From an optimization exercise on the open Yosys and OpenROAD flow, aimed at small area; shortcuts taken in it are not production practice.
Function was checked by simulation only, so behaviour that the tests miss may differ from the original.
Power figures rest on the tool's default switching activity, not on a simulated workload.

Setup of red:
// top
module top (
	input  btn_up,
	input  btn_dn,
	input  clk,
	input  rst,
	input  cw,
	input  ccw,
	input  arm_up,
	input  arm_down,
	input  load_line_up,
	input  load_line_down,
	output wire [7:0] uart_data,
	output wire tx,
	output wire [6:0] seg,
	output wire [3:0] an
);
export LEC_CHECK = 0
export CAP_MARGIN = 20
export CORE_MARGIN = 2
export CORE_UTILIZATION = 65
export SLEW_MARGIN = 20
create_clock -name core_clock -period 10.0 [get_ports {clk}]
standard.sh (not shown) runs the stock make flow with config.mk's settings and CLKGATE_MAP_FILE= SYNTH_SCRIPT=/design/flow/synth_recipe.tcl, a recipe that flattens the netlist after the stock synthesis.
==> flow/flow/run.sh <==
#!/bin/bash
# The standard layout (standard.sh), with two changes: the port buffers
# use the smallest buffer cell, and clock tree synthesis uses clkbuf_4 and
# no dummy load cells. The full make output goes to standard.log.
export BUFFER_PORTS_ARGS="-buffer_cell sky130_fd_sc_hd__buf_1"
export CTS_ARGS="-sink_clustering_enable -repair_clock_nets -dont_use_dummy_load -buf_list sky130_fd_sc_hd__clkbuf_4"
bash standard.sh > standard.log 2>&1
red completed; timing, DRC and antenna clean
The inputs of blue differ from those of red as listed below.
==> flow/flow/run.sh <==
#!/bin/bash
export BUFFER_PORTS_ARGS="-buffer_cell sky130_fd_sc_hd__buf_1"
export CTS_ARGS="-sink_clustering_enable -repair_clock_nets -dont_use_dummy_load -buf_list {sky130_fd_sc_hd__clkbuf_4 sky130_fd_sc_hd__clkbuf_8}"
bash standard.sh > standard.log 2>&1
blue against red: power after layout increased by 0.000046 W relative to the old numbers; area growth from synthesis to layout climbed 1.8 points.
Setup slack up 8.6 ps in blue wrt red
The run showing the smaller final hold slack is blue.
Higher net switching power among blue and red: blue
There was hardly any difference in sequential power between blue and red.
Status: fmax parity (blue, red)
Lower utilization goes to red over blue.
Diff red..blue | final clock period utilization by the worst path | negligible
The following lists how green was set up differently from blue:
==> flow/flow/run.sh <==
#!/bin/bash
export BUFFER_PORTS_ARGS="-buffer_cell sky130_fd_sc_hd__buf_1"
export CTS_ARGS="-sink_clustering_enable -repair_clock_nets -dont_use_dummy_load -buf_list sky130_fd_sc_hd__clkbuf_4"
bash standard.sh > standard.log 2>&1
Findings:
Going from blue to green, the clock transition at the registers of the reported paths was found to have gone up by 20 ps. Per the comparison of green with blue, worst-case vdd ir drop held steady; clock network power consumption fell about 26%; wire length of the first global-routing pass went down by 48 um. The sum of negative setup slack on green is in line with that on blue. green vs. blue: static power due to leakage saw a decrease; portion of total power attributed to combinational logic saw an increase; highest clock frequency the design can meet saw little to no change; part of the cycle the worst path needs saw little to no change. As far as buffer share of cell area is concerned, green and blue perform about the same.

---

top, a different RTL version from the one above (not shown whole).
For scale: ~280 cells after synthesis, roughly 30 I/O pins, roughly 0.0032 sq mm of cells after synthesis.
Design top, start of the top module:
module top (
	input  btn_up,
	input  btn_dn,
	input  clk,
	input  rst,
	input  cw,
	input  ccw,
	input  arm_up,
	input  arm_down,
	input  load_line_up,
	input  load_line_down,
	output wire [7:0] uart_data,
	output wire tx,
	output wire [6:0] seg,
	output wire [3:0] an
);
    reg  [1:0] speed;
    wire speed_up, speed_dn;   
    debouncer db_up   (.clk(clk), .rst(rst), .btn(btn_up), .btn_db(speed_up));
    debouncer db_down (.clk(clk), .rst(rst), .btn(btn_dn), .btn_db(speed_dn));
    always @(posedge clk or posedge rst) begin
        if (rst)
            speed <= 2'b00;
        else if (speed_dn && speed != 2'b00)
            speed <= speed - 2'b01;
        else if (speed_up && speed != 2'b11)
            speed <= speed + 2'b01;
    end
    transmit tx_module (
        .cw(cw), .ccw(ccw),
        .arm_up(arm_up), .arm_down(arm_down),
        .load_line_up(load_line_up), .load_line_down(load_line_down),
        .speed(speed),
        .uart_send_byte(uart_data)
    );
    uart_tx uart_module (.clk(clk), .rst(rst), .data_in(uart_data), .tx(tx));
    sev_seg_display display (.clk(clk), .rst(rst), .data_in(uart_data), .seg(seg), .an(an));
endmodule
==> flow/config.mk <==
export PLATFORM = sky130hd
export DESIGN_NAME = top
export DESIGN_NICKNAME = top
export VERILOG_FILES = /design/flow/design.v
export SDC_FILE = /design/flow/constraint.sdc
export NUM_CORES = 4
export LEC_CHECK = 0
export CAP_MARGIN = 20
export CORE_MARGIN = 2
export CORE_UTILIZATION = 65
export SLEW_MARGIN = 20
==> flow/constraint.sdc <==
create_clock -name core_clock -period 10.0 [get_ports {clk}]
set_input_delay 2.0000 -clock core_clock [delete_from_list [all_inputs] [get_ports {clk}]]
set_output_delay 2.0000 -clock core_clock [all_outputs]
set_load 0.01 [all_outputs]
==> flow/flow/run.sh <==
#!/bin/bash
export BUFFER_PORTS_ARGS="-buffer_cell sky130_fd_sc_hd__buf_1"
export CTS_ARGS="-repair_clock_nets -dont_use_dummy_load -buf_list sky130_fd_sc_hd__clkbuf_8"
bash standard.sh > standard.log 2>&1
Then changed:
==> flow/flow/run.sh (replaced) <==
#!/bin/bash
export BUFFER_PORTS_ARGS="-buffer_cell sky130_fd_sc_hd__buf_1"
export CTS_ARGS="-sink_clustering_enable -repair_clock_nets -dont_use_dummy_load -buf_list sky130_fd_sc_hd__clkbuf_16 -sink_clustering_size 100 -sink_clustering_max_diameter 500"
bash standard.sh > standard.log 2>&1
--- a/flow/config.mk
+++ b/flow/config.mk
@@ -9,3 +9,3 @@
 export CORE_MARGIN = 2
-export CORE_UTILIZATION = 65
+export CORE_UTILIZATION = 40
 export SLEW_MARGIN = 20
Outcome: Routed wire length increases by a little under a tenth; hold slack degrades by 0.0058 ns; global-route usage decreases by 6.8 points; flip-flop and latch count is unchanged; synthesized cell count stays the same; die area increases by well over a third; cell count increases by roughly a tenth; clock power increases by well over a third; final area increases by a few percent; clock skew hardly moves.
Then changed:
==> flow/flow/run.sh (replaced) <==
#!/bin/bash
export BUFFER_PORTS_ARGS="-buffer_cell sky130_fd_sc_hd__buf_1"
export CTS_ARGS="-repair_clock_nets -dont_use_dummy_load -buf_list sky130_fd_sc_hd__clkbuf_16 -sink_buffer_max_cap_derate 1.0"
bash standard.sh > standard.log 2>&1
--- a/flow/config.mk
+++ b/flow/config.mk
@@ -9,3 +9,3 @@
 export CORE_MARGIN = 2
-export CORE_UTILIZATION = 40
+export CORE_UTILIZATION = 65
 export SLEW_MARGIN = 20
Outcome:
- final area shrinks by 1.2%
- routed wire length grows by 1.4%
- via count shrinks by 1.7%
- die area shrinks by 37%
- final cell count shrinks by 8.6%
- power barely changes
- non-clock buffer count does not change
- hold slack stays flat
- area after synthesis stays the same
Then changed:
==> flow/run.sh (new file) <==
#!/bin/bash
# synth_recipe.tcl (not shown) runs the flow's synth.tcl, then flattens the netlist and writes it again
# the make line also repeats each setting of config.mk as NAME=value (left out here)
make -C /OpenROAD-flow-scripts/flow DESIGN_CONFIG=/design/flow/config.mk WORK_HOME=/design/flow/orfs CLKGATE_MAP_FILE= SYNTH_SCRIPT=/design/flow/synth_recipe.tcl finish
--- a/flow/config.mk
+++ b/flow/config.mk
@@ -9,3 +9,3 @@
 export CORE_MARGIN = 2
-export CORE_UTILIZATION = 65
+export CORE_UTILIZATION = 40
 export SLEW_MARGIN = 20
removed: flow/flow/run.sh
removed: flow/standard.sh
The changed run completed with no timing, DRC or antenna violations.
Cell area is higher by 5.0%.
First-iteration DRC count fell by 30%.
Count of clock-buffer cells in the layout goes up by 1.
Cell count goes up by 11%.
Setup slack is worse by 0.80 ns.
Critical path depth is unchanged.

---

Setup of rev 12:
Another version of the RTL of top (not shown whole).
For scale: ~270 cells after synthesis, roughly 30 I/O pins.
export LEC_CHECK = 0
export CAP_MARGIN = 20
export CORE_MARGIN = 2
export CORE_UTILIZATION = 65
export SLEW_MARGIN = 20
create_clock -name core_clock -period 10.0 [get_ports {clk}]
==> flow/flow/run.sh <==
#!/bin/bash
# The standard layout (standard.sh), with these changes:
# - after the standard synthesis, each combinational cell is given its
#   smallest drive strength (downsize.py; registers are not touched), since
#   the 10 ns clock leaves ample slack; the resizer still repairs slew and
#   capacitance afterwards;
# - the port buffers use the smallest buffer cell;
# - clock tree synthesis uses clkbuf_4 and no dummy load cells.
# Each step's full output goes to its own log file here.
set -e
R=$PWD/orfs/results/$FLOW_PLATFORM/top/base
export BUFFER_PORTS_ARGS="-buffer_cell sky130_fd_sc_hd__buf_1"
export CTS_ARGS="-repair_clock_nets -dont_use_dummy_load -buf_list sky130_fd_sc_hd__clkbuf_8 -distance_between_buffers 500 -sink_clustering_levels 1"
bash standard.sh $R/1_2_yosys.v > synth.log 2>&1
python3 flow/downsize.py $FLOW_HOME/platforms/$FLOW_PLATFORM/lib/sky130_fd_sc_hd__tt_025C_1v80.lib $R/1_2_yosys.v > downsize.log 2>&1
bash standard.sh > standard.log 2>&1
==> flow/flow/downsize.py <==
#!/usr/bin/env python3
"""Give every combinational cell of a mapped netlist the smallest-area drive
strength of its kind (same function and pins, e.g. nor4_4 -> nor4_1).
Registers, tie cells and buffers are left as they are.
usage: downsize.py LIBERTY NETLIST  (NETLIST is rewritten in place)"""
import re, sys, collections

lib, net = sys.argv[1], sys.argv[2]
text = open(lib).read()
area = {m.group(1): float(m.group(2)) for m in re.finditer(
    r'cell\s*\(\s*"?(sky130_fd_sc_hd__\w+?)"?\s*\)\s*\{.*?area\s*:\s*([\d.]+)', text, re.S)}
dont = re.compile(r'__(lpflow|probe|df|edf|sdf|sedf|dl|conb|buf|clkbuf|clkinv|clkdly|tap|fill|decap|diode|ha_|fa_|macro)')
kinds = collections.defaultdict(list)
for c in area:
    m = re.match(r'(sky130_fd_sc_hd__\w+)_(\d+)$', c)
    if m and not dont.search(c):
        kinds[m.group(1)].append(c)
best = {}
for k, cells in kinds.items():
    for c in cells:
        small = min(cells, key=lambda x: (area[x], int(x.rsplit('_', 1)[1])))
        if area[small] < area[c]:
            best[c] = small
v = open(net).read()
count = collections.Counter()
def swap(m):
    c = m.group(1)
    if c in best:
        count[(c, best[c])] += 1
        return best[c] + m.group(2)
    return m.group(0)
v = re.sub(r'\b(sky130_fd_sc_hd__\w+)(\s+\S+\s*\()', swap, v)
open(net, 'w').write(v)
for (a, b), n in sorted(count.items()):
    print(f'{n:4d} {a} -> {b} ({area[a]} -> {area[b]})')
print('area saved:', round(sum(n * (area[a] - area[b]) for (a, b), n in count.items()), 3))
--- input diff rev 12..rev 13 ---
-- flow/flow/run.sh --
<<< rev 12, line 12
export BUFFER_PORTS_ARGS="-buffer_cell sky130_fd_sc_hd__buf_1"
export CTS_ARGS="-repair_clock_nets -dont_use_dummy_load -buf_list sky130_fd_sc_hd__clkbuf_8 -distance_between_buffers 500 -sink_clustering_levels 1"
bash standard.sh $R/1_2_yosys.v > synth.log 2>&1
>>> rev 13, line 12
export BUFFER_PORTS_ARGS="-buffer_cell sky130_fd_sc_hd__buf_1"
export CTS_ARGS="-sink_clustering_enable -sink_clustering_size 40 -sink_clustering_max_diameter 200 -sink_clustering_levels 1 -repair_clock_nets -dont_use_dummy_load -buf_list sky130_fd_sc_hd__clkbuf_8"
bash standard.sh $R/1_2_yosys.v > synth.log 2>&1
==> comparison <==
- Reported for rev 12 and rev 13, critical path depth turned out identical to the last digit.
- Summary of rev 13 over rev 12: final critical-path required period ~0 delta, power ~0 delta.
- From rev 13 to rev 12, number of sequential storage elements did not move at all.
- Setup slack of rev 12 is on par with rev 13.

static timing again, ports no longer ideal:
How much do the figures lean on ideal ports? The routed layouts below were timed once more, with nothing changed but the port constraints. Step 1 (the two cells are an assumption about what drives the block):
set clk [get_ports {clk}]
set_driving_cell -lib_cell sky130_fd_sc_hd__clkbuf_16 $clk
set_driving_cell -lib_cell sky130_fd_sc_hd__buf_2 [delete_from_list [all_inputs] $clk]
Step 2 times the ports against the registers' clock, not the clock port: input delays grow and output delays shrink by t, the midpoint of the rising clock arrivals with the driver on. Slacks: ideal ports / drivers / drivers and shift; pairs: ideal ports / drivers.
run	shift t [ns]	slack for setup (ns)	clock arrival spread, ns
red	0.418	5.320 / 5.294 / 5.294	0.034 / 0.034
blue	0.369	5.329 / 5.303 / 5.303	0.020 / 0.020
green	0.418	5.320 / 5.294 / 5.294	0.034 / 0.034
the first run of note 2	0.357	5.294 / 5.266 / 5.266	0.022 / 0.022
the second run of note 2	0.353	5.251 / 5.226 / 5.226	0.019 / 0.019
the third run of note 2	0.353	5.280 / 5.255 / 5.255	0.015 / 0.015
the fourth run of note 2	0.373	4.476 / 4.451 / 4.451	0.009 / 0.010
rev 12	0.355	5.421 / 5.401 / 5.401	0.023 / 0.024
rev 13	0.355	5.421 / 5.401 / 5.401	0.023 / 0.024
After both steps every run listed still meets setup and hold. The setup slack of the first run of note 2, which loses most, moves by -0.028 ns with the drivers and by -0.028 ns with both steps.
